Source: an optimization exercise on an open RTL-to-GDS flow (aim: small area and few clock cycles). Production flows keep margins and buffers that such runs may drop. Function was checked by simulation only, so behaviour that the tests miss may differ from the original. The clock cells of runs 2 to 7 come from the design's own scripts or RTL, not from TritonCTS. The clock input has no modelled driver; a real chip could not lean on it and would need a root buffer or a full tree. Power and IR drop assume default switching activity.

**flow/flow/a8.abc**
```
strash
dch -f
amap
strash
dc2
dch -f
amap
```
**flow/standard.sh**
```bash
#!/bin/bash
# synth_recipe.tcl (not shown) runs the flow's synth.tcl, then flattens the netlist and writes it again
# the make line also repeats each setting of config.mk as NAME=value (left out here)
make -C /OpenROAD-flow-scripts/flow DESIGN_CONFIG=/design/flow/config.mk WORK_HOME=/design/flow/orfs CLKGATE_MAP_FILE= SYNTH_SCRIPT=/design/flow/synth_recipe.tcl "${@:-finish}"
```
**flow/flow/a2.abc**
```
strash
ifraig
dc2
dch -f
amap
```
**flow/flow/synth.tcl**
```tcl
set ::area_abc_scripts [lsort [glob [file join [file dirname [file normalize [info script]]] *.abc]]]
proc synth {args} { yosys synth -nofsm -noshare {*}$args }
proc abc {args} {
  set i [lsearch -exact $args -script]
  set l [lindex $args [expr { [lsearch -exact $args -liberty] + 1 }]]
  set stat_file $::env(OBJECTS_DIR)/abc_area_stat.txt
  yosys design -save abc_input
  set best ""
  set best_area 0
  foreach s $::area_abc_scripts {
    yosys design -load abc_input
    lset args [expr { $i + 1 }] $s
    yosys abc {*}$args
    yosys tee -q -o $stat_file stat -liberty $l
    set f [open $stat_file r]
    set text [read $f]
    close $f
    regexp {Chip area for (?:top )?module '[^']*': ([0-9.]+)} $text -> area
    puts "abc script [file tail $s]: area $area"
    if { $best eq "" || $area < $best_area } {
      set best $s
      set best_area $area
    }
  }
  puts "abc script kept: [file tail $best] (area $best_area)"
  yosys design -load abc_input
  lset args [expr { $i + 1 }] $best
  yosys abc {*}$args
}
source $::env(SCRIPTS_DIR)/synth.tcl
# left out here: clear keep_hierarchy, flatten, clean up, hide names made inside functions, write 1_2_yosys.v
```
**flow/flow/a4.abc**
```
strash
dc2
dc2
dch -f
amap
strash
dc2
dch -f
amap
```
**flow/flow/a6.abc**
```
strash
&get -n
&fraig -x
&put
scorr
dc2
strash
&get -n
&dch -f
&nf -R 1000
&put
```
**flow/flow/a1.abc**
```
strash
dc2
dc2
dch -f
amap
```
**flow/flow/a3.abc**
```
strash
dc2
rewrite -z
refactor -z
dch -f
amap
```
**flow/flow/cts_merge.tcl**
```tcl
set cts_leaf_masters {sky130_fd_sc_hd__clkbuf_4 sky130_fd_sc_hd__clkbuf_8 sky130_fd_sc_hd__clkbuf_16}
set cts_root_master sky130_fd_sc_hd__clkbuf_2
set cts_slew_target 0.105

proc cts_two_level {} {
  set block [ord::get_db_block]
  set clk [$block findNet clock]
  set root ""
  foreach it [$clk getITerms] { set root [$it getInst] }
  if { $root eq "" } { return {} }
  set n0 [[$root findITerm X] getNet]
  set leaves {}
  foreach it [$n0 getITerms] {
    if { [$it getInst] ne $root } { lappend leaves [$it getInst] }
  }
  return [list $root $n0 $leaves]
}

proc cts_rebuild { K leaf_master } {
  set block [ord::get_db_block]
  set db [ord::get_db]
  lassign [cts_two_level] root n0 leaves
  set sinks {}
  foreach l $leaves {
    set ln [[$l findITerm X] getNet]
    foreach it [$ln getITerms] {
      if { [$it getInst] eq $l } { continue }
      set loc [[$it getInst] getLocation]
      lappend sinks [list $it [lindex $loc 0] [lindex $loc 1]]
    }
  }
  foreach l $leaves {
    set ln [[$l findITerm X] getNet]
    foreach it [$ln getITerms] {
      if { [$it getInst] ne $l } { $it disconnect }
    }
    odb::dbInst_destroy $l
    odb::dbNet_destroy $ln
  }
  # k-means on sink locations, seeded along x
  set ns [llength $sinks]
  set byx [lsort -integer -index 1 $sinks]
  set cents {}
  for { set k 0 } { $k < $K } { incr k } {
    set s [lindex $byx [expr { int(($k + 0.5) * $ns / $K) }]]
    lappend cents [list [lindex $s 1] [lindex $s 2]]
  }
  for { set iter 0 } { $iter < 50 } { incr iter } {
    set assign {}
    foreach s $sinks {
      set best 0
      set bd 1e18
      for { set k 0 } { $k < $K } { incr k } {
        set c [lindex $cents $k]
        set d [expr { abs([lindex $s 1] - [lindex $c 0]) + abs([lindex $s 2] - [lindex $c 1]) }]
        if { $d < $bd } {
          set bd $d
          set best $k
        }
      }
      lappend assign $best
    }
    set newc {}
    for { set k 0 } { $k < $K } { incr k } {
      set sx 0
      set sy 0
      set c 0
      foreach s $sinks a $assign {
        if { $a == $k } {
          set sx [expr { $sx + [lindex $s 1] }]
          set sy [expr { $sy + [lindex $s 2] }]
          incr c
        }
      }
      if { $c > 0 } {
        lappend newc [list [expr { $sx / $c }] [expr { $sy / $c }]]
      } else {
        lappend newc [lindex $cents $k]
      }
    }
    set cents $newc
  }
  set master [$db findMaster $leaf_master]
  for { set k 0 } { $k < $K } { incr k } {
    set inst [odb::dbInst_create $block $master "clkbuf_leaf_merged_$k"]
    set net [odb::dbNet_create $block "clknet_leaf_merged_$k"]
    $net setSigType CLOCK
    set c [lindex $cents $k]
    $inst setLocation [expr { int([lindex $c 0]) }] [expr { int([lindex $c 1]) }]
    $inst setPlacementStatus PLACED
    [$inst findITerm A] connect $n0
    [$inst findITerm X] connect $net
    set lnet($k) $net
  }
  foreach s $sinks a $assign {
    [lindex $s 0] connect $lnet($a)
  }
  $root swapMaster [$db findMaster $::cts_root_master]
  detailed_placement
  estimate_parasitics -placement
  set worst 0
  foreach s $sinks {
    set it [lindex $s 0]
    set p [get_pins [[$it getInst] getName]/[[$it getMTerm] getName]]
    set w [get_property $p slew_max]
    if { $w > $worst } { set worst $w }
  }
  return $worst
}

lassign [cts_two_level] root n0 leaves
set nleaves [llength $leaves]
puts "cts_merge: root [$root getName], $nleaves leaf buffers"
# candidate leaf levels, smallest total area first; the first that meets
# the slew target is kept, else CTS's own leaf count of the largest buffer
set db [ord::get_db]
set cands {}
foreach m $cts_leaf_masters {
  set mm [$db findMaster $m]
  set a [expr { [$mm getWidth] * [$mm getHeight] }]
  for { set K 2 } { $K <= $nleaves } { incr K } {
    lappend cands [list [expr { $K * $a }] $K $m]
  }
}
set done 0
foreach c [lsort -integer -index 0 $cands] {
  lassign $c a K m
  set worst [cts_rebuild $K $m]
  puts "cts_merge: $K x $m, worst clock pin slew $worst"
  if { $worst <= $cts_slew_target } {
    set done 1
    break
  }
}
if { !$done } {
  set worst [cts_rebuild $nleaves [lindex $cts_leaf_masters end]]
  puts "cts_merge: fallback $nleaves x [lindex $cts_leaf_masters end], worst clock pin slew $worst"
}
check_placement -verbose
```
**flow/config.mk**
```make
export PLATFORM = sky130hd
export DESIGN_NAME = ad9958_master
export DESIGN_NICKNAME = ad9958_master
export VERILOG_FILES = /design/flow/design.v
export SDC_FILE = /design/flow/constraint.sdc
export NUM_CORES = 4
export LEC_CHECK = 0
export CAP_MARGIN = 20
export CORE_MARGIN = 2
export CORE_UTILIZATION = 40
export SLEW_MARGIN = 20
```
**flow/flow/a7.abc**
```
strash
dc2
dch -f
amap -F 1000 -A 100
```
**flow/design.v**
```verilog
`timescale 1ns / 1ps
module ad9958_buffer(
    input         clock,
    input         load,
    input         load_amp,
    input  [31:0] ftw_ch0,
    input  [31:0] ftw_ch1,
    input  [9:0]  asf_ch0,
    input  [9:0]  asf_ch1,
    input  [3:0]  slot,
    output [3:0]  nibble
);
   reg [63:0] buf_r;
   always @(posedge clock) begin
      if (load) begin
         buf_r[63:42] <= ftw_ch0[31:10];
         buf_r[31:10] <= ftw_ch1[31:10];
         buf_r[41:32] <= load_amp ? asf_ch0 : ftw_ch0[9:0];
         buf_r[9:0]   <= load_amp ? asf_ch1 : ftw_ch1[9:0];
      end
   end
   assign nibble = buf_r[{~slot, 2'b00} +: 4];
endmodule
`timescale 1ns / 1ps
module ad9958_master(
    input         clock,
    input         reset_n,
    output        cs,
    output        sclk,
    output [3:0]  sdio,
    output        master_reset,
    output        io_update,
    input  [31:0] ftw_ch0,
    input  [31:0] ftw_ch1,
    input  [9:0]  asf_ch0,
    input  [9:0]  asf_ch1
);
   assign cs = 1'b0;
   assign master_reset = 1'b0;
   reg        sclk_r;
   reg [3:0]  n;
   reg [1:0]  st;
   reg        ch;
   reg        amp;
   wire last     = &n;
   wire need_iou = ch | st[1];
   wire to_iou   = sclk_r & last & need_iou;
   wire restart  = (n[3:1] == 3'd0) | (last & ~need_iou);
   wire [3:0] start = (st == 2'd0) ? 4'd2 : 4'd8;
   always @(posedge clock) begin
      if (~reset_n) begin
         sclk_r <= 1'b1;
         n      <= 4'd1;
         st     <= 2'd1;
         ch     <= 1'b0;
      end else if (~sclk_r) begin
         sclk_r <= 1'b1;
      end else begin
         sclk_r <= to_iou;
         if (restart)
            n <= start;
         else if (st == 2'd0 & amp & n == 4'd7)
            n <= 4'd12;
         else
            n <= n + 4'd1;
         if (last) begin
            ch <= ~ch;
            if (st != 2'd0 & (st != 2'd1 | ch))
               st <= st + 2'd1;
            if (st == 2'd3)
               amp <= 1'b0;
            else if (ch)
               amp <= ~amp;
         end
      end
   end
   wire [3:0] data_nib;
   ad9958_buffer data_buf(
      .clock(clock), .load(to_iou), .load_amp((st == 2'd0) & ~amp),
      .ftw_ch0(ftw_ch0), .ftw_ch1(ftw_ch1), .asf_ch0(asf_ch0), .asf_ch1(asf_ch1),
      .slot({ch, n[2:0]}), .nibble(data_nib));
   reg [3:0] sdio_c;
   always @(*) begin
      case (st)
        2'd1: sdio_c = {3'b000, ch & ((n == 4'd8) | (n == 4'd9) | (n == 4'd13) | (n == 4'd14))};
        2'd2: sdio_c = (n[2:0] == 3'd1) ? 4'h1 : (n[2:0] == 3'd2) ? 4'hA :
                       (n[2:0] == 3'd3) ? 4'h8 : 4'h0;
        2'd3: sdio_c = (n[2:0] == 3'd1) ? 4'h3 : (n[2:0] == 3'd5) ? 4'h1 : 4'h0;
        default:
          case (n)
            4'd4:  sdio_c = ch ? 4'h8 : 4'h4;
            4'd5:  sdio_c = 4'h6;
            4'd7:  sdio_c = amp ? 4'h6 : 4'h4;
            4'd12: sdio_c = amp ? 4'h1 : data_nib;
            4'd13: sdio_c = amp ? {2'b00, data_nib[1:0]} : data_nib;
            default: sdio_c = n[3] ? data_nib : 4'h0;
          endcase
      endcase
   end
   assign sclk = sclk_r;
   assign sdio = sdio_c;
   assign io_update = sclk_r & (n == 4'd0);
endmodule
```
**flow/flow/run.sh**
```bash
#!/bin/bash
# Standard layout with these changes: synthesis maps logic with
# area-oriented ABC scripts (the smallest result of flow/*.abc) and without
# the adder step (flow/synth.tcl); the port buffers are plain buf_1 cells;
# clock tree synthesis adds no dummy loads, and its leaf level is then
# rebuilt with fewer buffers (flow/cts_merge.tcl).
set -euo pipefail
here=$(pwd)
bash standard.sh "SYNTH_SCRIPT=$here/flow/synth.tcl" \
  "ADDER_MAP_FILE=" \
  "POST_CTS_TCL=$here/flow/cts_merge.tcl" \
  "CTS_ARGS=-sink_clustering_enable -repair_clock_nets -dont_use_dummy_load" \
  "BUFFER_PORTS_ARGS=-buffer_cell sky130_fd_sc_hd__buf_1" \
  finish > flow_make.log 2>&1
```
**flow/flow/a5.abc**
```
strash
dc2
dch -f
amap -m
```
**flow/constraint.sdc**
```tcl
create_clock -name core_clock -period 5.0 [get_ports {clock}]
set_input_delay 1.0000 -clock core_clock [delete_from_list [all_inputs] [get_ports {clock}]]
set_output_delay 1.0000 -clock core_clock [all_outputs]
set_load 0.01 [all_outputs]
```
==> summary.txt, run 1 <==
Number of synthesis warnings - 2
Mux cell area share after synthesis - 0
Number of buffers inserted by port buffering - 91
Cell types occupying the most area after synthesis - sky130_fd_sc_hd__edfxtp_1 65%, sky130_fd_sc_hd__o22a_1 5.8%, sky130_fd_sc_hd__dfxtp_1 5.3%
Post-synthesis share of cell area spent on xor and xnor gates - 0
Clock tree sinks - 73
DPL Wire Length - 4.921 mm
Cell taking the most area after synthesis - sky130_fd_sc_hd__edfxtp_1
Outcome - did not finish
Simple-Gate Fraction of Synth Area - 0.06457
Cells after Synth - 219
Cell Area, Synth - 3023 um2
Main synth FF type - sky130_fd_sc_hd__edfxtp_1
Post-synth EDFFs - 65
Synth Area in Adders - 0
Initial core utilization - 0.4146
Chip height - 90.93 um
Gpl congestion - 0.9125
Stop err - Error: cts.tcl, 90 can't read "::cts_root_master": no such variable
Async set-or-reset flop fraction in the synthesized netlist - 0
Die X - 90.93 um
Top-level I/O count - 94
Flip-flop and latch count after synthesis - 73
Count of different cell masters after synthesis - 28
Share of the synthesized area in compound gates (AO/OA/AOI/OAI) - 0.2094
Standard-cell rows - 31
Average footprint of a synthesized cell - 13.80 um2
Part of the Yosys area used for sequential elements - 0.6987
Area share of the largest cell type after synthesis - 0.6457
Largest family of logic cells by synthesized area - compound AO/OA/AOI/OAI gates
Stopped at - clock tree synthesis (4_1_cts)
## cells by family after synthesis
logic type             after synthesis
AO/OA/AOI/OAI                       80
buffers and inverters               19
flip-flops                          73
other                                1
AND/OR/NAND/NOR                     46
## metrics by stage
stage	setup WS (ps)	area [um2]	std cells	utilization	total power, uW
floorplan	1677	3027	220	-	791.2
global placement	1106	3517	413	0.4823	852.5
detailed placement	1112	3520	413	0.4827	855.1
## synthesized netlist by cell type, types with 2 or more instances
cell type	instances
sky130_fd_sc_hd__a221oi_1	5
sky130_fd_sc_hd__a32oi_1	4
sky130_fd_sc_hd__dfxtp_1	8
sky130_fd_sc_hd__buf_4	2
sky130_fd_sc_hd__o221ai_1	3
sky130_fd_sc_hd__o21ai_0	5
sky130_fd_sc_hd__nor2_1	19
sky130_fd_sc_hd__nand2_1	14
sky130_fd_sc_hd__a21oi_1	12
sky130_fd_sc_hd__or4_1	2
sky130_fd_sc_hd__nor3_1	5
sky130_fd_sc_hd__a222oi_1	13
sky130_fd_sc_hd__clkinv_1	17
sky130_fd_sc_hd__o22a_1	20
sky130_fd_sc_hd__a31oi_1	5
sky130_fd_sc_hd__edfxtp_1	65
sky130_fd_sc_hd__a22oi_1	5
sky130_fd_sc_hd__nand3_1	5
## how the worst min path moves through the flow
stage / cells past startpoint / endpoint / startpoint / slack (ps)
3_5_place_dp: 1 / sclk_r / sclk_r / 460
3_3_place_gp: 1 / sclk_r / sclk_r / 470
2_1_floorplan: 1 / sclk_r / sclk_r / 460
## power groups by stage
stage | combinational (uW) | sequential, uW | clock (uW)
detailed placement | 161 | 694 | 0
global placement | 158 | 694 | 0
floorplan | 100 | 691 | 0
Testbench counts, summed over its fixed seeds: cycles 12,162.
==> run 2, diff against run 1 <==
--- a/flow/design.v
+++ b/flow/design.v
@@ -41,3 +41,3 @@
    reg [3:0]  n;
-   reg [1:0]  st;
+   reg        boot;
    reg        ch;
@@ -45,6 +45,5 @@
    wire last     = &n;
-   wire need_iou = ch | st[1];
+   wire need_iou = ch | (boot & amp);
    wire to_iou   = sclk_r & last & need_iou;
    wire restart  = (n[3:1] == 3'd0) | (last & ~need_iou);
-   wire [3:0] start = (st == 2'd0) ? 4'd2 : 4'd8;
    always @(posedge clock) begin
@@ -53,4 +52,5 @@
          n      <= 4'd1;
-         st     <= 2'd1;
+         boot   <= 1'b1;
          ch     <= 1'b0;
+         amp    <= 1'b0;
       end else if (~sclk_r) begin
@@ -60,4 +60,4 @@
          if (restart)
-            n <= start;
-         else if (st == 2'd0 & amp & n == 4'd7)
+            n <= boot ? 4'd8 : 4'd2;
+         else if (~boot & amp & n == 4'd7)
             n <= 4'd12;
@@ -66,9 +66,5 @@
          if (last) begin
-            ch <= ~ch;
-            if (st != 2'd0 & (st != 2'd1 | ch))
-               st <= st + 2'd1;
-            if (st == 2'd3)
-               amp <= 1'b0;
-            else if (ch)
-               amp <= ~amp;
+            {amp, ch} <= {amp, ch} + 2'd1;
+            if (amp & ch)
+               boot <= 1'b0;
          end
@@ -78,3 +74,3 @@
    ad9958_buffer data_buf(
-      .clock(clock), .load(to_iou), .load_amp((st == 2'd0) & ~amp),
+      .clock(clock), .load(to_iou), .load_amp(~boot & ~amp),
       .ftw_ch0(ftw_ch0), .ftw_ch1(ftw_ch1), .asf_ch0(asf_ch0), .asf_ch1(asf_ch1),
@@ -83,17 +79,19 @@
    always @(*) begin
-      case (st)
-        2'd1: sdio_c = {3'b000, ch & ((n == 4'd8) | (n == 4'd9) | (n == 4'd13) | (n == 4'd14))};
-        2'd2: sdio_c = (n[2:0] == 3'd1) ? 4'h1 : (n[2:0] == 3'd2) ? 4'hA :
-                       (n[2:0] == 3'd3) ? 4'h8 : 4'h0;
-        2'd3: sdio_c = (n[2:0] == 3'd1) ? 4'h3 : (n[2:0] == 3'd5) ? 4'h1 : 4'h0;
-        default:
-          case (n)
-            4'd4:  sdio_c = ch ? 4'h8 : 4'h4;
-            4'd5:  sdio_c = 4'h6;
-            4'd7:  sdio_c = amp ? 4'h6 : 4'h4;
-            4'd12: sdio_c = amp ? 4'h1 : data_nib;
-            4'd13: sdio_c = amp ? {2'b00, data_nib[1:0]} : data_nib;
-            default: sdio_c = n[3] ? data_nib : 4'h0;
-          endcase
-      endcase
+      if (boot)
+         case ({amp, ch})
+           2'd0: sdio_c = 4'h0;
+           2'd1: sdio_c = {3'b000, (n == 4'd8) | (n == 4'd9) | (n == 4'd13) | (n == 4'd14)};
+           2'd2: sdio_c = (n[2:0] == 3'd1) ? 4'h1 : (n[2:0] == 3'd2) ? 4'hA :
+                          (n[2:0] == 3'd3) ? 4'h8 : 4'h0;
+           default: sdio_c = (n[2:0] == 3'd1) ? 4'h3 : (n[2:0] == 3'd5) ? 4'h1 : 4'h0;
+         endcase
+      else
+         case (n)
+           4'd4:  sdio_c = ch ? 4'h8 : 4'h4;
+           4'd5:  sdio_c = 4'h6;
+           4'd7:  sdio_c = amp ? 4'h6 : 4'h4;
+           4'd12: sdio_c = amp ? 4'h1 : data_nib;
+           4'd13: sdio_c = amp ? {2'b00, data_nib[1:0]} : data_nib;
+           default: sdio_c = n[3] ? data_nib : 4'h0;
+         endcase
    end
--- a/flow/flow/cts_merge.tcl
+++ b/flow/flow/cts_merge.tcl
@@ -1,4 +1,4 @@
-set cts_leaf_masters {sky130_fd_sc_hd__clkbuf_4 sky130_fd_sc_hd__clkbuf_8 sky130_fd_sc_hd__clkbuf_16}
-set cts_root_master sky130_fd_sc_hd__clkbuf_2
-set cts_slew_target 0.105
+set ::cts_leaf_masters {sky130_fd_sc_hd__clkbuf_4 sky130_fd_sc_hd__clkbuf_8 sky130_fd_sc_hd__clkbuf_16}
+set ::cts_root_master sky130_fd_sc_hd__clkbuf_2
+set ::cts_slew_target 0.105
 
@@ -117,3 +117,3 @@
 set cands {}
-foreach m $cts_leaf_masters {
+foreach m $::cts_leaf_masters {
   set mm [$db findMaster $m]
@@ -129,3 +129,3 @@
   puts "cts_merge: $K x $m, worst clock pin slew $worst"
-  if { $worst <= $cts_slew_target } {
+  if { $worst <= $::cts_slew_target } {
     set done 1
@@ -135,4 +135,4 @@
 if { !$done } {
-  set worst [cts_rebuild $nleaves [lindex $cts_leaf_masters end]]
-  puts "cts_merge: fallback $nleaves x [lindex $cts_leaf_masters end], worst clock pin slew $worst"
+  set worst [cts_rebuild $nleaves [lindex $::cts_leaf_masters end]]
+  puts "cts_merge: fallback $nleaves x [lindex $::cts_leaf_masters end], worst clock pin slew $worst"
 }
==> run 2 against run 1 <==
Against the previous run:
- now clean on timing, DRC and antenna
- synthesized cell count fell by 2.7%
- synthesized area fell by 1.4%
==> summary.txt, run 2 <==
Outcome - no timing/DRC/antenna violations
Final hold violation count - 0
Core area - 7214 um2
Min Clock Period, post-route - 3785 ps
Data required time at the worst endpoint - 4000 ps
Cell Area, Synth - 2979 um2
Cell types with the highest counts after synthesis - 64 x sky130_fd_sc_hd__edfxtp_1, 20 x sky130_fd_sc_hd__a22o_1, 18 x sky130_fd_sc_hd__nor2_1
Part of the Yosys area used for sequential elements - 0.6989
Count of different cell masters after synthesis - 29
Worst clock skew - 30.84 ps
Max reg flops - 64
Worst path buffer plus inverter count - 3
Placed cells - 408
Post-synth EDFFs - 64
Cell taking the most area after synthesis - sky130_fd_sc_hd__edfxtp_1
Number of max-cap violations - 0
Net count reported at finish - 404
Logic gate share of total power - 0.121
Worst slew pin tran - 996.3 ps
FF/Latch Area - 2082 um2
Number of vias per cell after detailed routing - 5.465
DPL Wire Length - 4.756 mm
Flip-flop and latch count after synthesis - 72
# setup viols final - 0
Number of vias after detailed routing - 2,268
Antenna Diode Count - 0
Chip height - 90.30 um
Grt ovf - 0
Register with the highest flop count - data_buf.buf_r
Hold_ws - 574.3 ps
Routed wire length - 6.697 mm
Internal power - 823.6 uW
Max rail drop VDD - 136.8 uV
CTS clock-pin slew for the worst setup and hold paths - 60 ps
Die X - 90.30 um
Cell with the most instances after synthesis - sky130_fd_sc_hd__edfxtp_1
Total Neg Setup Slack - 0 ps
Top-level I/O count - 94
Final worst path period share - 0.7571
Max stage delay on crit path - 400 ps
Worst Setup Path Type - reg -> out
Main synth FF type - sky130_fd_sc_hd__edfxtp_1
Leading cell types in the layout, fill and taps excluded - 91 x sky130_fd_sc_hd__buf_1, 64 x sky130_fd_sc_hd__edfxtp_1, 20 x sky130_fd_sc_hd__a22o_1
Wire length of the first global-routing pass - 10.85 mm
Async set-or-reset flop fraction in the synthesized netlist - 0
Fraction of power consumed by sequential logic - 0.619
Library cell contributing the largest single delay on the critical path - sky130_fd_sc_hd__dfxtp_1
Multi-input logic area - 840.8 um2
Largest net degree at the start of global routing - 36
Pwr/cell area - 299.6 nW/um2
Die area - 8154 um2
Violation count after the first detailed-route iteration - 170
Post-detailed-route DRC marker count - 0
Crit-path cells - clkinv_1 > nor2_1 > buf_4 > a222oi_1 > and3_1 > a311oi_1 > nor3_1 > o32ai_1 > buf_1
Number of synthesis warnings - 2
Post-route ant nets - 0
Highest Clock Rate - 0.2642 GHz
Later-pin clock latency in the skew report - 500 ps
Net switching power - 250.9 uW
Clock network power share - 0.260
Average footprint of a synthesized cell - 13.99 um2
Area Growth Syn to Fin - 20.37%
CP max FO - 13
Cells after Synth - 213
Global Route Usage Sum - 0.1695
Commonest non-fill, non-tap cell in the layout - sky130_fd_sc_hd__buf_1
Filler-free cell count of the finished design - 415
Hold/Removal Path Class - reg -> reg
Number of buffers inserted by port buffering - 91
Kind of start point of the critical path - register
Clock tree sinks - 72
Standard-cell rows - 31
Antenna violations before repair - 0
PnR Total Power - 1074 uW
Number of global-route vias before repair - 2,252
DR pass1 iterations - 6
Crit path capture type - output pin
Critical path's top delay family - buffers and inverters
Final number of max-transition violations - 0
Unrepaired setup endpoints after global routing - no
Largest registers in the final layout - data_buf.buf_r: 64 flops, n: 4 flops
Detailed-route wire length per cell - 16.14 um
Data arrival time of the critical path - 2790 ps
Cell types occupying the most area after synthesis - sky130_fd_sc_hd__edfxtp_1 65%, sky130_fd_sc_hd__a22o_1 5.9%, sky130_fd_sc_hd__dfxtp_1 5.4%
Fraction of final layout cells with drive strength greater than 1 - 0.04430
Cell leakage power - 0.001149 uW
Number of fillers in the final layout - 667
Fraction of power spent switching nets - 0.2335
Area share of the largest cell type after synthesis - 0.6451
Gpl congestion - 0.8360
Initial core utilization - 0.4129
Max-Slew Margin vs Limit - 0.3342
[run 2: cell types whose count changed after synthesis, sizes merged, moves of 4 or more]
cell    before  now
a31oi        5    9
a22o         1   20
o22a        20    2
a222oi      13    9
a21oi       12    8
[run 2: logic make-up after synthesis]
logic type	after synthesis	share of synthesized area
AO/OA/AOI/OAI	79	0.2108
buffers and inverters	16	0.02268
flip-flops	72	0.6989
other	1	0.001259
AND/OR/NAND/NOR	45	0.06636
[run 2: final cells by class, clock buffers not listed]
type                            instances  share of cell area
Sequential cell                        72              0.5806
Multi-Input combinational cell        126              0.2345
Timing Repair Buffer                   97              0.1113
Tap cell                               99             0.03454
Buffer                                  6             0.02303
Inverter                               14             0.01465
[run 2: routing by layer]
| metal | GRT usage | up-vias | routed length, um |
|---|---|---|---|
| li1 | - | 1093 | - |
| met1 | 0.2304 | 1048 | 2982 |
| met2 | 0.2437 | 112 | 2999 |
| met3 | 0.06093 | 15 | 558 |
| met4 | 0.07821 | 0 | 156 |
| met5 | 0 | - | 0 |
[run 2: final timing paths]
kind | startpoint | end | slack (ps) | depth (start not counted)
min | sclk_r | n[0] | 570 | 1
max reg2reg | n[2] | data_buf.buf_r[7] | 1980 | 7
min reg2reg | sclk_r | n[0] | 570 | 1
max | n[1] | sdio[0] | 1210 | 9
[run 2: stage by stage]
stage          worst slack, ps  instance area (um2)  utilization
2_1_floorplan            116.8                 2983            -
3_3_place_gp              1843                 3498       0.4849
3_5_place_dp              1751                 3498       0.4849
5_1_grt                   1043                 3586       0.4971
6_report                  1215                 3586       0.4971
[run 2: power groups by stage]
stage / clock (uW) / sequential, uW / combinational [uW]
floorplan: 0 / 677 / 75.0
global placement: 0 / 678 / 129
detailed placement: 0 / 678 / 129
global route: 306 / 666 / 147
finish: 279 / 666 / 130
Testbench counts of run 2, summed over its fixed seeds: cycles 12,162.
==> run 3, diff against run 2 <==
--- a/flow/design.v
+++ b/flow/design.v
@@ -77,22 +77,24 @@
       .slot({ch, n[2:0]}), .nibble(data_nib));
-   reg [3:0] sdio_c;
-   always @(*) begin
-      if (boot)
-         case ({amp, ch})
-           2'd0: sdio_c = 4'h0;
-           2'd1: sdio_c = {3'b000, (n == 4'd8) | (n == 4'd9) | (n == 4'd13) | (n == 4'd14)};
-           2'd2: sdio_c = (n[2:0] == 3'd1) ? 4'h1 : (n[2:0] == 3'd2) ? 4'hA :
-                          (n[2:0] == 3'd3) ? 4'h8 : 4'h0;
-           default: sdio_c = (n[2:0] == 3'd1) ? 4'h3 : (n[2:0] == 3'd5) ? 4'h1 : 4'h0;
-         endcase
-      else
-         case (n)
-           4'd4:  sdio_c = ch ? 4'h8 : 4'h4;
-           4'd5:  sdio_c = 4'h6;
-           4'd7:  sdio_c = amp ? 4'h6 : 4'h4;
-           4'd12: sdio_c = amp ? 4'h1 : data_nib;
-           4'd13: sdio_c = amp ? {2'b00, data_nib[1:0]} : data_nib;
-           default: sdio_c = n[3] ? data_nib : 4'h0;
-         endcase
-   end
+   wire [2:0] k    = n[2:0];
+   wire       hdr  = ~boot & ~n[3];
+   wire       dat  = ~boot & n[3];
+   wire       s1   = boot & ~amp & ch;
+   wire       s2   = boot & amp & ~ch;
+   wire       s3   = boot & amp & ch;
+   wire       mark = amp & (k == 3'd4);
+   wire       top0 = amp & (k[2:1] == 2'b10);
+   wire [3:0] sdio_c;
+   assign sdio_c[3] = (dat & ~top0 & data_nib[3])
+                    | (hdr & ch & (k == 3'd4))
+                    | (s2 & (k[2:1] == 2'b01));
+   assign sdio_c[2] = (dat & ~top0 & data_nib[2])
+                    | (hdr & (((k == 3'd4) & ~ch) | (k == 3'd5) | (k == 3'd7)));
+   assign sdio_c[1] = (dat & ~mark & data_nib[1])
+                    | (hdr & ((k == 3'd5) | ((k == 3'd7) & amp)))
+                    | (s2 & (k == 3'd2))
+                    | (s3 & (k == 3'd1));
+   assign sdio_c[0] = (dat & (mark | data_nib[0]))
+                    | (s1 & ((k == 3'd0) | (k[1:0] == 2'b01) | (k == 3'd6)))
+                    | (s2 & (k == 3'd1))
+                    | (s3 & ((k == 3'd1) | (k == 3'd5)));
    assign sclk = sclk_r;
==> flow/flow/a10.abc (new file) <==
strash
ifraig
scorr
dc2
dc2
dch -f
amap
==> flow/flow/a11.abc (new file) <==
strash
dc2
resub -z
dc2
dch -f
amap
==> flow/flow/a12.abc (new file) <==
strash
dch -f
if -a -K 4
strash
dch -f
amap
==> flow/flow/a13.abc (new file) <==
strash
dc2
dch -f
&get -n
&nf -a -R 1000
&put
==> flow/flow/a14.abc (new file) <==
strash
dc2
dc2
dc2
dch -f
amap
==> flow/flow/a9.abc (new file) <==
strash
dc2
dch -f
amap
--- a/flow/flow/cts_merge.tcl
+++ b/flow/flow/cts_merge.tcl
@@ -2,3 +2,3 @@
 set ::cts_root_master sky130_fd_sc_hd__clkbuf_2
-set ::cts_slew_target 0.105
+set ::cts_slew_target 0.115
 
--- a/flow/flow/synth.tcl
+++ b/flow/flow/synth.tcl
@@ -18,3 +18,6 @@
     regexp {Chip area for (?:top )?module '[^']*': ([0-9.]+)} $text -> area
-    puts "abc script [file tail $s]: area $area"
+    # a script that leaves cells unmapped is not a candidate
+    set unmapped [regexp {\$(lut|_[A-Z]+_)} $text]
+    puts "abc script [file tail $s]: area $area unmapped $unmapped"
+    if { $unmapped } { continue }
     if { $best eq "" || $area < $best_area } {
--- a/flow/config.mk
+++ b/flow/config.mk
@@ -7,5 +7,5 @@
 export LEC_CHECK = 0
-export CAP_MARGIN = 20
+export CAP_MARGIN = 0
 export CORE_MARGIN = 2
 export CORE_UTILIZATION = 40
-export SLEW_MARGIN = 20
+export SLEW_MARGIN = 0
==> run 3 against run 2 <==
Against the previous run:
- via count fell by 1.6%
- setup slack got worse by 450 ps
- global-route usage rose by 0.32 points
- sequential share of layout area rose by 0.84 points
- flip-flop and latch count did not move
- sequential power barely moved
- combinational power rose by about 10%
- power fell by 0.90%
- critical path depth fell by 1
- clock skew rose by 4.6 ps
- cell count rose by 0.72%
- clock power fell by 8.6%
- largest cell class unchanged
==> summary.txt, run 3 <==
Part of the Yosys area used for sequential elements - 0.7021
Data arrival time of the critical path - 3240 ps
Capture endpoint of the worst hold path - n[0]
Antenna violations before repair - 0
Later-pin clock latency in the skew report - 460 ps
Detailed-route wire length per cell - 16.11 um
Post-synth EDFFs - 64
Average footprint of a synthesized cell - 13.54 um2
Data required time at the worst endpoint - 4000 ps
CTS clock-pin slew for the worst setup and hold paths - 90 ps
Final Core Density - 0.4899
Die X - 90.10 um
Logic gate share of total power - 0.134
Violation count after the first detailed-route iteration - 157
Worst reg2reg path endpoint - data_buf.buf_r[19]
Highest Clock Rate - 0.2359 GHz
Hold wc startpoint - sclk_r
Top-level I/O count - 94
Area share of the largest cell type after synthesis - 0.6481
Number of max-cap violations - 0
Library cell contributing the largest single delay on the critical path - sky130_fd_sc_hd__nor2_1
Number of synthesis warnings - 2
Final worst path period share - 0.8480
Area Growth Syn to Fin - 19.20%
Hold_ws - 518.1 ps
Worst slew pin tran - 1294 ps
Crit path capture type - output pin
Number of vias per cell after detailed routing - 5.337
Fraction of power spent switching nets - 0.2380
Setup slack, reg-to-reg - 1480 ps
Path depth of the worst reg2reg path - 7
Initial core utilization - 0.4110
DPL Wire Length - 4.752 mm
Hold/Removal Path Class - reg -> reg
Fraction of final layout cells with drive strength greater than 1 - 0.03448
Internal power - 811.4 uW
# setup viols final - 0
Net count reported at finish - 407
Wire length of the first global-routing pass - 10.87 mm
Post-route design area - 3535 um2
Crit-path cells - clkinv_1 > nor2_1 > a222oi_1 > a221o_1 > nand3_1 > a21oi_1 > o31ai_1 > buf_1
Max stage delay on crit path - 1030 ps
Standard-cell rows - 31
Final number of max-transition violations - 0
Unrepaired setup endpoints after global routing - no
Largest registers in the final layout - data_buf.buf_r: 64 flops, n: 4 flops
Max reg flops - 64
Max rail drop VDD - 167.3 uV
Cell Area, Synth - 2965 um2
Chip height - 90.10 um
Async set-or-reset flop fraction in the synthesized netlist - 0
Register with the highest flop count - data_buf.buf_r
Hold Crit Depth - 1
Core area - 7214 um2
Number of vias after detailed routing - 2,231
Largest net degree at the start of global routing - 66
Leading cell types in the layout, fill and taps excluded - 91 x sky130_fd_sc_hd__buf_1, 64 x sky130_fd_sc_hd__edfxtp_1, 20 x sky130_fd_sc_hd__o22a_1, 20 x sky130_fd_sc_hd__nand2_1, 16 x sky130_fd_sc_hd__nor2_1
Cell leakage power - 0.001070 uW
Net switching power - 253.4 uW
Die area - 8118 um2
Worst Setup Path Type - reg -> out
Number of buffers inserted by port buffering - 91
Gpl congestion - 0.8922
Reg2Reg Launch Point - n[1]
Post-detailed-route DRC marker count - 0
Kind of start point of the critical path - register
Worst path buffer plus inverter count - 2
Cell with the most instances after synthesis - sky130_fd_sc_hd__edfxtp_1
Outcome - no timing/DRC/antenna violations
Clock tree sinks - 72
Cells after Synth - 219
Total Neg Setup Slack - 0 ps
Commonest non-fill, non-tap cell in the layout - sky130_fd_sc_hd__buf_1
Cell types with the highest counts after synthesis - 64 x sky130_fd_sc_hd__edfxtp_1, 20 x sky130_fd_sc_hd__nand2_1, 20 x sky130_fd_sc_hd__o22a_1
Number of global-route vias before repair - 2,214
Fraction of power consumed by sequential logic - 0.626
CP max FO - 18
Max-Slew Margin vs Limit - 0.1341
Cell taking the most area after synthesis - sky130_fd_sc_hd__edfxtp_1
Antenna Diode Count - 0
Routed wire length - 6.734 mm
Main synth FF type - sky130_fd_sc_hd__edfxtp_1
Post-route ant nets - 0
Min Clock Period, post-route - 4240 ps
DR pass1 iterations - 5
Flip-flop and latch count after synthesis - 72
Final hold violation count - 0
Clock network power share - 0.240
Global Route Usage Sum - 0.1727
Cell types occupying the most area after synthesis - sky130_fd_sc_hd__edfxtp_1 65%, sky130_fd_sc_hd__o22a_1 5.9%, sky130_fd_sc_hd__dfxtp_1 5.4%
Count of different cell masters after synthesis - 27
Pwr/cell area - 301.2 nW/um2
Area after detailed placement - 3461 um2
Worst clock skew - 35.47 ps
Critical path's top delay family - simple AND/OR/NAND/NOR gates
Grt ovf - 0
## run 3: worst reg2reg max path, cell delays in order (launching register included)
cell and delay (ps):
sky130_fd_sc_hd__dfxtp_1 390, sky130_fd_sc_hd__clkinv_1 230, sky130_fd_sc_hd__nor2_1 1030, sky130_fd_sc_hd__clkinv_1 170, sky130_fd_sc_hd__nor2_1 220, sky130_fd_sc_hd__nand3_1 250, sky130_fd_sc_hd__a21oi_4 190, sky130_fd_sc_hd__buf_4 600
## run 3: worst max-delay path by stage
| stage | from | endpoint | depth (start not counted) |
|---|---|---|---|
| detailed placement | n[1] | sdio[1] | 7 |
| finish | n[1] | sdio[0] | 8 |
| floorplan | n[1] | data_buf.buf_r[0] | 6 |
| global route | n[1] | sdio[3] | 9 |
| global placement | n[1] | sdio[1] | 7 |
## run 3: metal layers
layer  wire length, um  global-route usage
met5                 0                   0
met2              3197              0.2613
met3               512             0.05281
met4               102             0.05513
met1              2921              0.2397
## run 3: metrics by stage
step,setup WS [ps],power (uW),std cells
global route,462.2,1118,418
global placement,1378,819.4,412
finish,760.1,1065,418
floorplan,1125,763.8,220
detailed placement,1227,821.3,412
## run 3: cell families (layout without fill, tap and decap cells)
group	after synthesis	in the layout	synth area share
buffers and inverters	16	115	0.02278
other	1	2	0.001265
flip-flops	72	72	0.7021
AO/OA/AOI/OAI	76	76	0.1966
AND/OR/NAND/NOR	54	54	0.07722
## run 3: power groups by stage
stage	registers (uW)	logic, uW	clock network, uW
after floorplan	678	85.7	0
after global placement	679	140	0
after detailed placement	680	142	0
after global routing	667	160	291
final	667	143	255
## run 3: layout make-up, clock buffers not listed
type | instances | area [um2]
Timing Repair Buffer | 95 | 371.6
Inverter | 14 | 52.55
Tap cell | 99 | 123.9
Sequential cell | 72 | 2082
Buffer | 5 | 68.82
Fill cell | 681 | 3680
Multi-Input combinational cell | 132 | 830.8
Testbench counts of run 3, summed over its fixed seeds: cycles 12,162.
==> run 4, diff against run 3 <==
--- a/flow/config.mk
+++ b/flow/config.mk
@@ -7,5 +7,6 @@
 export LEC_CHECK = 0
-export CAP_MARGIN = 0
+export CAP_MARGIN = 20
 export CORE_MARGIN = 2
 export CORE_UTILIZATION = 40
-export SLEW_MARGIN = 0
+export PLACE_DENSITY = 0.75
+export SLEW_MARGIN = 20
==> run 4 against run 3 <==
Against the previous run:
- sequential share of layout area is 0.37 points lower
- flip-flop and latch count stayed put
- first-iteration DRC count shrank 13%
- largest power group unchanged
==> summary.txt, run 4 <==
Data required time at the worst endpoint - 4000 ps
CP max FO - 17
Gpl congestion - 0.9171
Crit path capture type - output pin
Async set-or-reset flop fraction in the synthesized netlist - 0
Chip height - 90.10 um
Fraction of power consumed by sequential logic - 0.623
Internal power - 812.7 uW
Max rail drop VDD - 158.6 uV
Global Route Usage Sum - 0.1817
Standard-cell rows - 31
Library cell contributing the largest single delay on the critical path - sky130_fd_sc_hd__nor2_2
Leading cell types in the layout, fill and taps excluded - 91 x sky130_fd_sc_hd__buf_1, 64 x sky130_fd_sc_hd__edfxtp_1, 20 x sky130_fd_sc_hd__o22a_1, 20 x sky130_fd_sc_hd__nand2_1, 15 x sky130_fd_sc_hd__nor2_1
Cell leakage power - 0.001077 uW
Final number of max-transition violations - 0
Kind of start point of the critical path - register
Cell taking the most area after synthesis - sky130_fd_sc_hd__edfxtp_1
Pwr/cell area - 300.6 nW/um2
Cell types occupying the most area after synthesis - sky130_fd_sc_hd__edfxtp_1 65%, sky130_fd_sc_hd__o22a_1 5.9%, sky130_fd_sc_hd__dfxtp_1 5.4%
DR pass1 iterations - 4
Hold/Removal Path Class - reg -> reg
Count of different cell masters after synthesis - 27
Unrepaired setup endpoints after global routing - no
Final Core Density - 0.4931
Die X - 90.10 um
Area share of the largest cell type after synthesis - 0.6481
Total Neg Setup Slack - 0 ps
Later-pin clock latency in the skew report - 440 ps
Grt ovf - 0
CTS clock-pin slew for the worst setup and hold paths - 90 ps
# setup viols final - 0
Antenna violations before repair - 0
Cell with the most instances after synthesis - sky130_fd_sc_hd__edfxtp_1
Largest registers in the final layout - data_buf.buf_r: 64 flops, n: 4 flops
Data arrival time of the critical path - 2850 ps
Cell types with the highest counts after synthesis - 64 x sky130_fd_sc_hd__edfxtp_1, 20 x sky130_fd_sc_hd__nand2_1, 20 x sky130_fd_sc_hd__o22a_1
Max-Slew Margin vs Limit - 0.4076
Core area - 7214 um2
Max reg flops - 64
Part of the Yosys area used for sequential elements - 0.7021
Crit-path cells - clkinv_1 > nor2_2 > a222oi_1 > a221oi_1 > a211oi_1 > o221ai_1 > buf_1
Routed wire length - 7.098 mm
Commonest non-fill, non-tap cell in the layout - sky130_fd_sc_hd__buf_1
Highest Clock Rate - 0.2597 GHz
Min Clock Period, post-route - 3850 ps
Main synth FF type - sky130_fd_sc_hd__edfxtp_1
Violation count after the first detailed-route iteration - 137
Post-detailed-route DRC marker count - 0
Multi-input logic area - 833.3 um2
Top-level I/O count - 94
Clock tree sinks - 72
Antenna Diode Count - 0
DPL Wire Length - 5.054 mm
Max stage delay on crit path - 670 ps
Fraction of power spent switching nets - 0.2401
Fraction of final layout cells with drive strength greater than 1 - 0.04063
Initial core utilization - 0.4110
Cell Area, Synth - 2965 um2
Clock network power share - 0.241
Number of vias after detailed routing - 2,283
Final worst path period share - 0.7700
Post-route ant nets - 0
Number of global-route vias before repair - 2,290
FF/Latch Area - 2082 um2
Area after detailed placement - 3483 um2
Register with the highest flop count - data_buf.buf_r
Largest net degree at the start of global routing - 40
Number of buffers inserted by port buffering - 91
Net switching power - 256.7 uW
Worst clock skew - 8.204 ps
Net count reported at finish - 408
Number of vias per cell after detailed routing - 5.449
Outcome - no timing/DRC/antenna violations
Number of fillers in the final layout - 682
Worst Setup Path Type - reg -> out
Number of synthesis warnings - 2
Critical path's top delay family - compound AO/OA/AOI/OAI gates
Cells after Synth - 219
Area Growth Syn to Fin - 19.96%
Detailed-route wire length per cell - 16.94 um
PnR Total Power - 1069 uW
Final hold violation count - 0
Flip-flop and latch count after synthesis - 72
Average footprint of a synthesized cell - 13.54 um2
Logic gate share of total power - 0.136
Number of max-cap violations - 0
Post-route design area - 3557 um2
Worst slew pin tran - 886.7 ps
Worst path buffer plus inverter count - 2
Wire length of the first global-routing pass - 11.47 mm
Post-synth EDFFs - 64
Die area - 8118 um2
-- run 4: through the flow --
step           hold WS, ps  cells  setup WS, ps
2_1_floorplan        506.3    220          1125
3_3_place_gp         490.2    413          1330
3_5_place_dp         542.8    413          1634
5_1_grt              596.7    419         827.5
6_report             542.5    419          1150
-- run 4: area by class of cell, clock buffers not listed --
cell class,count,share of cell area
sequential,72,0.5853
tap,99,0.03482
multi-input combinational,132,0.2343
timing repair buffer,96,0.1101
inverter,14,0.01477
buffer,5,0.01935
-- run 4: worst paths after layout --
check              start  slack [ps]                 end  cells after the start
setup reg to reg    n[0]        2060  data_buf.buf_r[11]                      8
hold reg to reg   sclk_r         540                n[0]                      1
hold / removal    sclk_r         540                n[0]                      1
setup / recovery    n[1]        1150             sdio[1]                      7
-- run 4: power groups by stage --
stage,Sequential [uW],Clock (uW),Combinational [uW]
3_3_place_gp,680,0,144
6_report,667,257,146
2_1_floorplan,678,0,85.7
3_5_place_dp,680,0,145
5_1_grt,668,289,163
-- run 4: routing by layer --
metal | GRT usage | wire, um
met4 | 0.05000 | 41
met1 | 0.2426 | 3048
met3 | 0.06035 | 556
met2 | 0.2857 | 3452
met5 | 0 | 0
-- run 4: cells by family (layout without fill, tap and decap cells) --
| group | Yosys count | count (layout) | share of synthesized area |
|---|---|---|---|
| AOI/OAI and AO/OA | 76 | 76 | 0.1966 |
| DFF | 72 | 72 | 0.7021 |
| and+or+nand+nor | 54 | 54 | 0.07722 |
| buffers and inverters | 16 | 116 | 0.02278 |
| other | 1 | 2 | 0.001265 |
==> run 5, diff against run 4 <==
--- a/flow/config.mk
+++ b/flow/config.mk
@@ -10,3 +10,2 @@
 export CORE_UTILIZATION = 40
-export PLACE_DENSITY = 0.75
 export SLEW_MARGIN = 20
==> run 5 against run 4 <==
Against the previous run:
- via count decreased by 1.8%
- wire length down 5.2%
- global-route usage shrank 0.91 points
- register-to-register slack got worse by 130 ps
- die area unchanged
- maximum frequency down 0.34%
- clock skew grew 22 ps
- sequential power hardly changed
- synthesized area is the same
- critical path type unchanged
- critical endpoint unchanged
==> summary.txt, run 5 <==
Cell leakage power - 0.001069 uW
Cell taking the most area after synthesis - sky130_fd_sc_hd__edfxtp_1
Net switching power - 254.1 uW
Largest registers in the final layout - data_buf.buf_r: 64 flops, n: 4 flops
Final hold violation count - 0
Detailed-route wire length per cell - 16.11 um
Later-pin clock latency in the skew report - 440 ps
Wire length on met2 - 3.153 mm
Number of fillers in the final layout - 691
DR pass1 iterations - 4
Unrepaired setup endpoints after global routing - no
Highest routed layer - met4
Die area - 8118 um2
Fraction of power spent switching nets - 0.2383
Worst slew pin tran - 795.8 ps
Number of synthesis warnings - 2
Synth Area in Adders - 0
Antenna Diode Count - 0
Violation count after the first detailed-route iteration - 223
Max-Slew Margin vs Limit - 0.4695
Flip-flop and latch count after synthesis - 72
Worst path buffer plus inverter count - 3
Number of buffers inserted by port buffering - 91
Worst Setup Path Type - reg -> out
Mux cell area share after synthesis - 0
Antenna violations before repair - 0
Area after detailed placement - 3463 um2
Hold/Removal Path Class - reg -> reg
Internal power - 811.8 uW
Post-route design area - 3540 um2
Min Clock Period, post-route - 3863 ps
Area share of the largest cell type after synthesis - 0.6481
Cells after Synth - 219
Worst clock skew - 30.50 ps
Fraction of final layout cells with drive strength greater than 1 - 0.04075
Post-route ant nets - 0
Pwr/cell area - 301.1 nW/um2
Cell types occupying the most area after synthesis - sky130_fd_sc_hd__edfxtp_1 65%, sky130_fd_sc_hd__o22a_1 5.9%, sky130_fd_sc_hd__dfxtp_1 5.4%
Register with the highest flop count - data_buf.buf_r
Library cell contributing the largest single delay on the critical path - sky130_fd_sc_hd__dfxtp_1
Crit-path cells - clkinv_1 > nor2_1 > buf_4 > a222oi_1 > a221oi_1 > a211oi_1 > o221ai_1 > buf_1
Part of the Yosys area used for sequential elements - 0.7021
Fraction of power consumed by sequential logic - 0.625
Gpl congestion - 0.8922
Die X - 90.10 um
Post-synthesis share of cell area spent on xor and xnor gates - 0
Commonest non-fill, non-tap cell in the layout - sky130_fd_sc_hd__buf_1
Count of different cell masters after synthesis - 27
Standard-cell rows - 31
Post-detailed-route DRC marker count - 0
Clock network power share - 0.241
Cell types with the highest counts after synthesis - 64 x sky130_fd_sc_hd__edfxtp_1, 20 x sky130_fd_sc_hd__nand2_1, 20 x sky130_fd_sc_hd__o22a_1
Core area - 7214 um2
Top-level I/O count - 94
Number of vias per cell after detailed routing - 5.361
Final worst path period share - 0.7726
CP max FO - 12
Post-synth EDFFs - 64
Routed wire length - 6.732 mm
Wire length of the first global-routing pass - 10.89 mm
Crit path capture type - output pin
Total Neg Setup Slack - 0 ps
Cell Area, Synth - 2965 um2
Length of routed wiring on met1 - 3.033 mm
Main synth FF type - sky130_fd_sc_hd__edfxtp_1
Outcome - no timing/DRC/antenna violations
Net count reported at finish - 407
Max rail drop VDD - 153.1 uV
Simple-Gate Fraction of Synth Area - 0.07722
CTS clock-pin slew for the worst setup and hold paths - 100 ps
Grt ovf - 0
Critical path's top delay family - compound AO/OA/AOI/OAI gates
Area Growth Syn to Fin - 19.37%
Highest Clock Rate - 0.2589 GHz
Logic gate share of total power - 0.134
Final number of max-transition violations - 0
Clock tree sinks - 72
Number of vias after detailed routing - 2,241
Largest net degree at the start of global routing - 66
Number of global-route vias before repair - 2,207
Leading cell types in the layout, fill and taps excluded - 91 x sky130_fd_sc_hd__buf_1, 64 x sky130_fd_sc_hd__edfxtp_1, 20 x sky130_fd_sc_hd__o22a_1, 20 x sky130_fd_sc_hd__nand2_1
Met3 wire length - 443 um
Chip height - 90.10 um
Initial core utilization - 0.4110
Async set-or-reset flop fraction in the synthesized netlist - 0
Average footprint of a synthesized cell - 13.54 um2
DPL Wire Length - 4.731 mm
Share of the synthesized area in compound gates (AO/OA/AOI/OAI) - 0.1966
Cell with the most instances after synthesis - sky130_fd_sc_hd__edfxtp_1
Largest family of logic cells by synthesized area - compound AO/OA/AOI/OAI gates
Data arrival time of the critical path - 2860 ps
Global Route Usage Sum - 0.1726
Max stage delay on crit path - 470 ps
Number of max-cap violations - 0
Max reg flops - 64
Kind of start point of the critical path - register
Data required time at the worst endpoint - 4000 ps
# setup viols final - 0
-- run 5: cell counts after synthesis --
No cell type changed its count.
-- run 5: per-stage QoR --
step | power (uW) | std cells | setup slack [ps] | hold WS (ps) | util
after global placement | 819.4 | 412 | 1378 | 529.1 | 0.4797
final | 1066 | 418 | 1137 | 510.8 | 0.4906
after global routing | 1117 | 418 | 888.4 | 515.7 | 0.4906
after floorplan | 763.8 | 220 | 1125 | 506.3 | -
after detailed placement | 821.2 | 412 | 1231 | 533.2 | 0.4801
-- run 5: cells by family (layout without fill, tap and decap cells) --
| kind of cell | after synthesis | count (layout) |
|---|---|---|
| buffers and inverters | 16 | 115 |
| other | 1 | 2 |
| DFF | 72 | 72 |
| and+or+nand+nor | 54 | 54 |
| AOI/OAI and AO/OA | 76 | 76 |
-- run 5: power groups by stage --
stage          combinational (uW)  sequential (uW)  clock (uW)
5_1_grt                       160              667         289
3_3_place_gp                  140              679           0
6_report                      143              666         256
2_1_floorplan                85.7              678           0
3_5_place_dp                  142              680           0
-- run 5: routing by layer --
layer	vias to the layer above	GRT usage
met5	-	0
met4	0	0.05256
li1	1092	-
met3	8	0.05197
met1	1051	0.2430
met2	90	0.2588
-- run 5: worst paths after layout --
kind	startpoint	depth (start not counted)	slack, ps	to
max	n[0]	8	1140	sdio[1]
min	sclk_r	1	510	n[0]
max reg2reg	n[0]	7	1930	data_buf.buf_r[42]
min reg2reg	sclk_r	1	510	n[0]
-- run 5: worst register-to-register path, stage by stage, from the launching register on --
cell                       delay (ps)
sky130_fd_sc_hd__dfxtp_1          470
sky130_fd_sc_hd__clkinv_1         160
sky130_fd_sc_hd__nor2_2           650
sky130_fd_sc_hd__clkinv_1         140
sky130_fd_sc_hd__nor2_1           190
sky130_fd_sc_hd__nand3_1          230
sky130_fd_sc_hd__a21oi_4          180
sky130_fd_sc_hd__buf_4            620
-- run 5: area by class of cell, clock buffers not listed --
class | instances | area [um2] | area share
well taps | 99 | 123.9 | 0.03499
inverters | 14 | 52.55 | 0.01485
plain buffers | 5 | 68.82 | 0.01944
flip-flops and latches | 72 | 2082 | 0.5882
multi-input cells | 132 | 835.8 | 0.2361
repair buffers | 95 | 371.6 | 0.1050
==> run 6, diff against run 5 <==
--- a/flow/config.mk
+++ b/flow/config.mk
@@ -9,3 +9,4 @@
 export CORE_MARGIN = 2
-export CORE_UTILIZATION = 40
+export CORE_UTILIZATION = 55
+export PLACE_DENSITY = 0.85
 export SLEW_MARGIN = 20
==> run 6 against run 5 <==
Against the previous run:
- hold slack gained 22 ps
- cell count down 5.7%
- clock power down 7%
- global-route usage grew 7.8 points
- clock skew down 6.4 ps
- register-to-register slack worse by 420 ps
- maximum frequency down 0.78%
- first-iteration DRC count increased by 30%
- synthesized cell count unchanged
- power is 1.1% lower
- critical path depth shrank 1
- die area decreased by 26%
- largest power group unchanged
==> summary.txt, run 6 <==
Outcome - no timing/DRC/antenna violations
Later-pin clock latency in the skew report - 480 ps
Leading cell types in the layout, fill and taps excluded - 91 x sky130_fd_sc_hd__buf_1, 64 x sky130_fd_sc_hd__edfxtp_1, 20 x sky130_fd_sc_hd__o22a_1, 20 x sky130_fd_sc_hd__nand2_1, 15 x sky130_fd_sc_hd__nor2_1
Number of global-route vias before repair - 2,351
Logic gate share of total power - 0.140
Average footprint of a synthesized cell - 13.54 um2
Max-Slew Margin vs Limit - 0.3492
Initial core utilization - 0.5769
CP max FO - 17
Cell taking the most area after synthesis - sky130_fd_sc_hd__edfxtp_1
DR pass1 iterations - 5
Largest net degree at the start of global routing - 31
Top-level I/O count - 94
Unrepaired setup endpoints after global routing - no
Crit path capture type - output pin
Worst reg2reg path endpoint - data_buf.buf_r[62]
Gpl congestion - 0.9120
Cell leakage power - 0.001081 uW
Max rail drop VDD - 176.9 uV
Post-synth EDFFs - 64
Number of max-cap violations - 0
Internal power - 797.2 uW
Hold/Removal Path Class - reg -> reg
PnR Total Power - 1054 uW
Net count reported at finish - 412
Cell types with the highest counts after synthesis - 64 x sky130_fd_sc_hd__edfxtp_1, 20 x sky130_fd_sc_hd__nand2_1, 20 x sky130_fd_sc_hd__o22a_1
Cell with the most instances after synthesis - sky130_fd_sc_hd__edfxtp_1
Cell types occupying the most area after synthesis - sky130_fd_sc_hd__edfxtp_1 65%, sky130_fd_sc_hd__o22a_1 5.9%, sky130_fd_sc_hd__dfxtp_1 5.4%
Setup slack, reg-to-reg - 1510 ps
Path depth of the worst reg2reg path - 8
Clock network power share - 0.227
Commonest non-fill, non-tap cell in the layout - sky130_fd_sc_hd__buf_1
Post-detailed-route DRC marker count - 0
Grt ovf - 0
Worst Setup Path Type - reg -> out
Flip-flop and latch count after synthesis - 72
Part of the Yosys area used for sequential elements - 0.7021
Wire length of the first global-routing pass - 11.30 mm
Standard-cell rows - 26
Max reg flops - 64
Worst slew pin tran - 974.0 ps
Register with the highest flop count - data_buf.buf_r
Number of fillers in the final layout - 417
Final Core Density - 0.6823
Kind of start point of the critical path - register
Hold Crit Depth - 1
Post-Place Setup Slack - 1227 ps
Final critical-path setup slack - 1107 ps
Antenna violations before repair - 0
Largest registers in the final layout - data_buf.buf_r: 64 flops, n: 4 flops
Number of synthesis warnings - 2
Reg2Reg Launch Point - n[0]
Number of buffers inserted by port buffering - 91
Capture endpoint of the worst hold path - n[0]
Final hold violation count - 0
Total Neg Setup Slack - 0 ps
Clock tree sinks - 72
Min Clock Period, post-route - 3893 ps
Main synth FF type - sky130_fd_sc_hd__edfxtp_1
Number of vias after detailed routing - 2,372
Data required time at the worst endpoint - 4000 ps
Hold wc startpoint - sclk_r
Data arrival time of the critical path - 2890 ps
Hold_ws - 532.4 ps
Die area - 5995 um2
Final number of max-transition violations - 0
Routed wire length - 7.137 mm
Cell Area, Synth - 2965 um2
Post-route ant nets - 0
Worst clock skew - 24.09 ps
Chip height - 77.43 um
DPL Wire Length - 4.901 mm
Area Growth Syn to Fin - 18.27%
Violation count after the first detailed-route iteration - 290
Count of different cell masters after synthesis - 27
Antenna Diode Count - 0
Net switching power - 256.5 uW
CTS clock-pin slew for the worst setup and hold paths - 90 ps
Cells after Synth - 219
Die X - 77.43 um
Async set-or-reset flop fraction in the synthesized netlist - 0
Area share of the largest cell type after synthesis - 0.6481
Fraction of power spent switching nets - 0.2435
Global Route Usage Sum - 0.2503
Final worst path period share - 0.7787
Highest Clock Rate - 0.2568 GHz
Fraction of final layout cells with drive strength greater than 1 - 0.05247
Number of vias per cell after detailed routing - 6.020
Detailed-route wire length per cell - 18.11 um
Pwr/cell area - 300.4 nW/um2
Core area - 5140 um2
# setup viols final - 0
Fraction of power consumed by sequential logic - 0.633
==> run 6: area by class of cell, clock buffers not listed <==
type                    count  area [um2]  area share
plain buffers               8       60.06     0.01712
inverters                  14       52.55     0.01498
multi-input cells         132       833.3      0.2376
repair buffers             97       386.6      0.1102
well taps                  70       87.58     0.02497
flip-flops and latches     72        2082      0.5937
==> run 6: per-stage QoR <==
stage	instances	instance area, um2
floorplan	220	2973
global placement	385	3440
detailed placement	385	3440
global route	394	3507
finish	394	3507
==> run 6: cell families after synthesis <==
| group | Yosys count | synth area share |
|---|---|---|
| compound gates | 76 | 0.1966 |
| buf+inv | 16 | 0.02278 |
| flops | 72 | 0.7021 |
| other cells | 1 | 0.001265 |
| simple gates | 54 | 0.07722 |
==> run 6: per-layer routing <==
layer,GRT usage,vias to the layer above,wire length [um]
met5,0,-,0
met4,0.1411,0,203
met3,0.05465,16,549
met2,0.4009,138,3575
met1,0.3176,1110,2809
li1,-,1108,-
==> run 6: critical path, cell delays in order, from the launching register on <==
cell                       delay [ps]
sky130_fd_sc_hd__dfxtp_1          380
sky130_fd_sc_hd__clkinv_1         240
sky130_fd_sc_hd__nor2_2           680
sky130_fd_sc_hd__a222oi_1         260
sky130_fd_sc_hd__a221oi_1         330
sky130_fd_sc_hd__a211oi_1         100
sky130_fd_sc_hd__o221ai_1         270
sky130_fd_sc_hd__buf_1            190
==> run 6: how the worst max path moves through the flow <==
stage | end | cells after the start | slack [ps] | start
floorplan | data_buf.buf_r[0] | 6 | 1130 | n[1]
global placement | sdio[1] | 7 | 1380 | n[1]
detailed placement | sdio[1] | 7 | 1230 | n[1]
global route | sdio[1] | 7 | 940 | n[1]
finish | sdio[1] | 7 | 1110 | n[1]
==> run 6: power by group through the flow <==
stage,Clock (uW),Combinational (uW),Sequential [uW]
floorplan,0,85.7,678
global placement,0,140,680
detailed placement,0,143,680
global route,268,162,668
finish,239,148,667
==> run 7, diff against run 6 <==
==> flow/flow/b1.abc (new file) <==
strash
&get -n
&st
&synch2
&if -K 6 -a
&put
strash
dch -f
amap
==> flow/flow/b2.abc (new file) <==
strash
&get -n
&b
&put
dch -f
amap
==> flow/flow/b3.abc (new file) <==
strash
dc2
&get -n
&dc2
&put
dch -f
amap
==> flow/flow/b4.abc (new file) <==
strash
&get -n
&st
&syn2
&put
dch -f
amap
==> flow/flow/b5.abc (new file) <==
strash
dch -f
amap
strash
dch -f
amap
strash
dch -f
amap
==> flow/flow/b6.abc (new file) <==
strash
refactor -N 12
rewrite
balance
dch -f
amap
==> flow/flow/b8.abc (new file) <==
strash
dch -f
amap
strash
dch -f
amap
strash
dch -f
amap
strash
dch -f
amap
strash
dch -f
amap
==> flow/flow/b9.abc (new file) <==
strash
dc2
dch -f
amap
strash
dc2
dch -f
amap
strash
dc2
dch -f
amap
--- a/flow/flow/synth.tcl
+++ b/flow/flow/synth.tcl
@@ -12,3 +12,6 @@
     lset args [expr { $i + 1 }] $s
-    yosys abc {*}$args
+    if { [catch { yosys abc {*}$args } err] } {
+      puts "abc script [file tail $s]: failed"
+      continue
+    }
     yosys tee -q -o $stat_file stat -liberty $l
--- a/flow/config.mk
+++ b/flow/config.mk
@@ -9,4 +9,3 @@
 export CORE_MARGIN = 2
-export CORE_UTILIZATION = 55
-export PLACE_DENSITY = 0.85
+export CORE_UTILIZATION = 40
 export SLEW_MARGIN = 20
==> run 7 against run 6 <==
Against the previous run:
- setup slack lost 86 ps
- flip-flop and latch count unchanged
- clock skew is 2.8 ps higher
- sequential power about the same
- synthesized area shrank 0.30%
- cell count up 5.6%
- critical path depth rose by 2
- register-to-register slack better by 620 ps
- maximum frequency down 2.2%
- first-iteration DRC count fell by 57%
- via count down 5.9%
- core utilization decreased by 19 points
==> summary.txt, run 7 <==
Area share of the largest cell type after synthesis - 0.6500
Cell types with the highest counts after synthesis - 64 x sky130_fd_sc_hd__edfxtp_1, 21 x sky130_fd_sc_hd__o22a_1, 18 x sky130_fd_sc_hd__nor2_1
Die area - 8096 um2
Cell taking the most area after synthesis - sky130_fd_sc_hd__edfxtp_1
Total Neg Setup Slack - 0 ps
# setup viols final - 0
Area after detailed placement - 3463 um2
Number of max-cap violations - 0
Post-route ant nets - 0
Async set-or-reset flop fraction in the synthesized netlist - 0
Final worst path period share - 0.7958
CTS clock-pin slew for the worst setup and hold paths - 90 ps
Outcome - no timing/DRC/antenna violations
Number of global-route vias before repair - 2,125
Antenna violations before repair - 0
Final number of max-transition violations - 0
Post-synth EDFFs - 64
Average footprint of a synthesized cell - 13.95 um2
Path depth of the worst reg2reg path - 5
Violation count after the first detailed-route iteration - 126
CP max FO - 9
Standard-cell rows - 31
Number of vias per cell after detailed routing - 5.368
Number of buffers inserted by port buffering - 91
Cells after Synth - 212
Grt ovf - 0
Register with the highest flop count - data_buf.buf_r
Fraction of final layout cells with drive strength greater than 1 - 0.05047
Main synth FF type - sky130_fd_sc_hd__edfxtp_1
Pwr/cell area - 297.7 nW/um2
Net count reported at finish - 405
Worst slew pin tran - 750.2 ps
Wire length of the first global-routing pass - 10.73 mm
Count of different cell masters after synthesis - 30
Hold Crit Depth - 1
Max rail drop VDD - 129.1 uV
Unrepaired setup endpoints after global routing - no
Largest registers in the final layout - data_buf.buf_r: 64 flops, n: 4 flops
DPL Wire Length - 4.664 mm
Number of vias after detailed routing - 2,233
Post-detailed-route DRC marker count - 0
Antenna Diode Count - 0
Cell leakage power - 0.001052 uW
Post-route design area - 3528 um2
Core area - 7214 um2
Max-Slew Margin vs Limit - 0.4980
DR pass1 iterations - 6
Startpoint of the most critical setup path - n[1]
Area Growth Syn to Fin - 19.34%
Data required time at the worst endpoint - 4000 ps
Top-level I/O count - 94
Commonest non-fill, non-tap cell in the layout - sky130_fd_sc_hd__buf_1
Kind of start point of the critical path - register
Chip height - 89.98 um
Worst reg2reg path endpoint - data_buf.buf_r[34]
Final hold violation count - 0
Hold/Removal Path Class - reg -> reg
Die X - 89.98 um
Cell with the most instances after synthesis - sky130_fd_sc_hd__edfxtp_1
Number of synthesis warnings - 2
Gpl congestion - 0.9111
Cell Area, Synth - 2957 um2
Routed wire length - 6.599 mm
Worst clock skew - 26.88 ps
Initial core utilization - 0.4098
Leading cell types in the layout, fill and taps excluded - 91 x sky130_fd_sc_hd__buf_1, 64 x sky130_fd_sc_hd__edfxtp_1, 21 x sky130_fd_sc_hd__o22a_1
Reg2Reg Launch Point - n[1]
Min Clock Period, post-route - 3979 ps
Part of the Yosys area used for sequential elements - 0.7042
Setup slack, reg-to-reg - 2130 ps
Largest net degree at the start of global routing - 41
Later-pin clock latency in the skew report - 490 ps
Max reg flops - 64
Crit path capture type - output pin
Worst setup path end - sdio[0]
Clock tree sinks - 72
Flip-flop and latch count after synthesis - 72
Highest Clock Rate - 0.2513 GHz
Global Route Usage Sum - 0.1760
Detailed-route wire length per cell - 15.86 um
Cell types occupying the most area after synthesis - sky130_fd_sc_hd__edfxtp_1 65%, sky130_fd_sc_hd__o22a_1 6.2%, sky130_fd_sc_hd__dfxtp_1 5.4%
Data arrival time of the critical path - 2980 ps
Worst Setup Path Type - reg -> out
run 7: cell count changes in the layout (fill, tap and decap cells not counted), moves of 3 or more:
cell and change:
sky130_fd_sc_hd__nand2_1 -4, sky130_fd_sc_hd__a222oi_1 +5, sky130_fd_sc_hd__a21oi_1 -4, sky130_fd_sc_hd__a32oi_1 +3, sky130_fd_sc_hd__a22oi_1 -7
run 7: metal layers:
| layer | global-route usage | part of all wire |
|---|---|---|
| met4 | 0.07821 | 0.016 |
| met1 | 0.2466 | 0.44 |
| met5 | 0 | 0 |
| met2 | 0.2487 | 0.45 |
| met3 | 0.06035 | 0.092 |
run 7: through the flow:
step                std cells  hold WS (ps)  worst slack [ps]  power (uW)    util
floorplan                 213         516.1             737.0       763.0       -
global placement          407         540.3              1669       816.9  0.4801
detailed placement        407         532.7              1545       821.6  0.4801
global route              416         587.6             703.8        1111  0.4891
finish                    416         534.8              1021        1050  0.4891
run 7: worst min path at each step:
stage,start,to,slack [ps]
after floorplan,boot,boot,520
after global placement,sclk_r,n[0],540
after detailed placement,sclk_r,n[0],530
after global routing,ftw_ch1[20],data_buf.buf_r[20],590
final,sclk_r,n[0],530
run 7: final cells by class, clock buffers not listed:
cell class	instances	area, um2
plain buffers	8	60.06
repair buffers	97	386.6
inverters	13	48.80
multi-input cells	126	822.0
fillers	673	3686
well taps	99	123.9
flip-flops and latches	72	2082
run 7: cell families after synthesis:
family | Yosys count | synth area share
DFF | 72 | 0.7042
AOI/OAI and AO/OA | 70 | 0.1938
and+or+nand+nor | 54 | 0.07914
buffers and inverters | 15 | 0.02158
other | 1 | 0.001268
run 7: critical path, cell delays in order (launching register included):
cell and delay, ps:
sky130_fd_sc_hd__dfxtp_1 400, sky130_fd_sc_hd__clkinv_1 210, sky130_fd_sc_hd__nor2_1 620, sky130_fd_sc_hd__buf_4 290
sky130_fd_sc_hd__a222oi_1 110, sky130_fd_sc_hd__a32o_1 260, sky130_fd_sc_hd__o21ai_0 140, sky130_fd_sc_hd__a31oi_1 70
sky130_fd_sc_hd__o221ai_1 220, sky130_fd_sc_hd__buf_1 180
run 7: power by group:
group	total [uW]	internal (uW)	leakage, uW	switching, uW
Sequential	666	658	0.000641	8.33
Clock	243	78.3	0.0000410	165
Combinational	141	63.1	0.000370	77.8
Total	1050	799	0.00105	251

==> separate check: timing with driven ports <==
How much do the figures lean on ideal ports? The routed layouts below were timed once more, with nothing changed but the port constraints. Step 1, drivers: a clkbuf_16 drives clock and a buf_2 each remaining input, both assumed. Step 2, shift: input delay + t, output delay - t, t = (earliest + latest rising clock arrival at the registers) / 2. This alone moves slack from input paths to output paths. a / b / c = ideal / step 1 / step 2; a / b = the first two.
run	t, ns	setup WS [ns]	hold WS [ns]	slew at the worst register clock pin (ns)	worst data-port slew with drivers (ns)
run 2	0.502	1.215 / 1.188 / 1.690	0.574 / 0.574 / 0.574	0.10 / 0.10	0.04
run 3	0.466	0.760 / 0.734 / 1.200	0.518 / 0.518 / 0.518	0.10 / 0.10	0.03
run 4	0.467	1.150 / 1.123 / 1.590	0.543 / 0.543 / 0.543	0.09 / 0.09	0.04
run 5	0.450	1.137 / 1.111 / 1.561	0.511 / 0.511 / 0.511	0.10 / 0.10	0.04
run 6	0.489	1.107 / 1.081 / 1.507	0.532 / 0.532 / 0.532	0.10 / 0.10	0.04
run 7	0.506	1.021 / 0.993 / 1.500	0.535 / 0.535 / 0.535	0.11 / 0.11	0.04
After both steps every run listed still meets setup and hold.
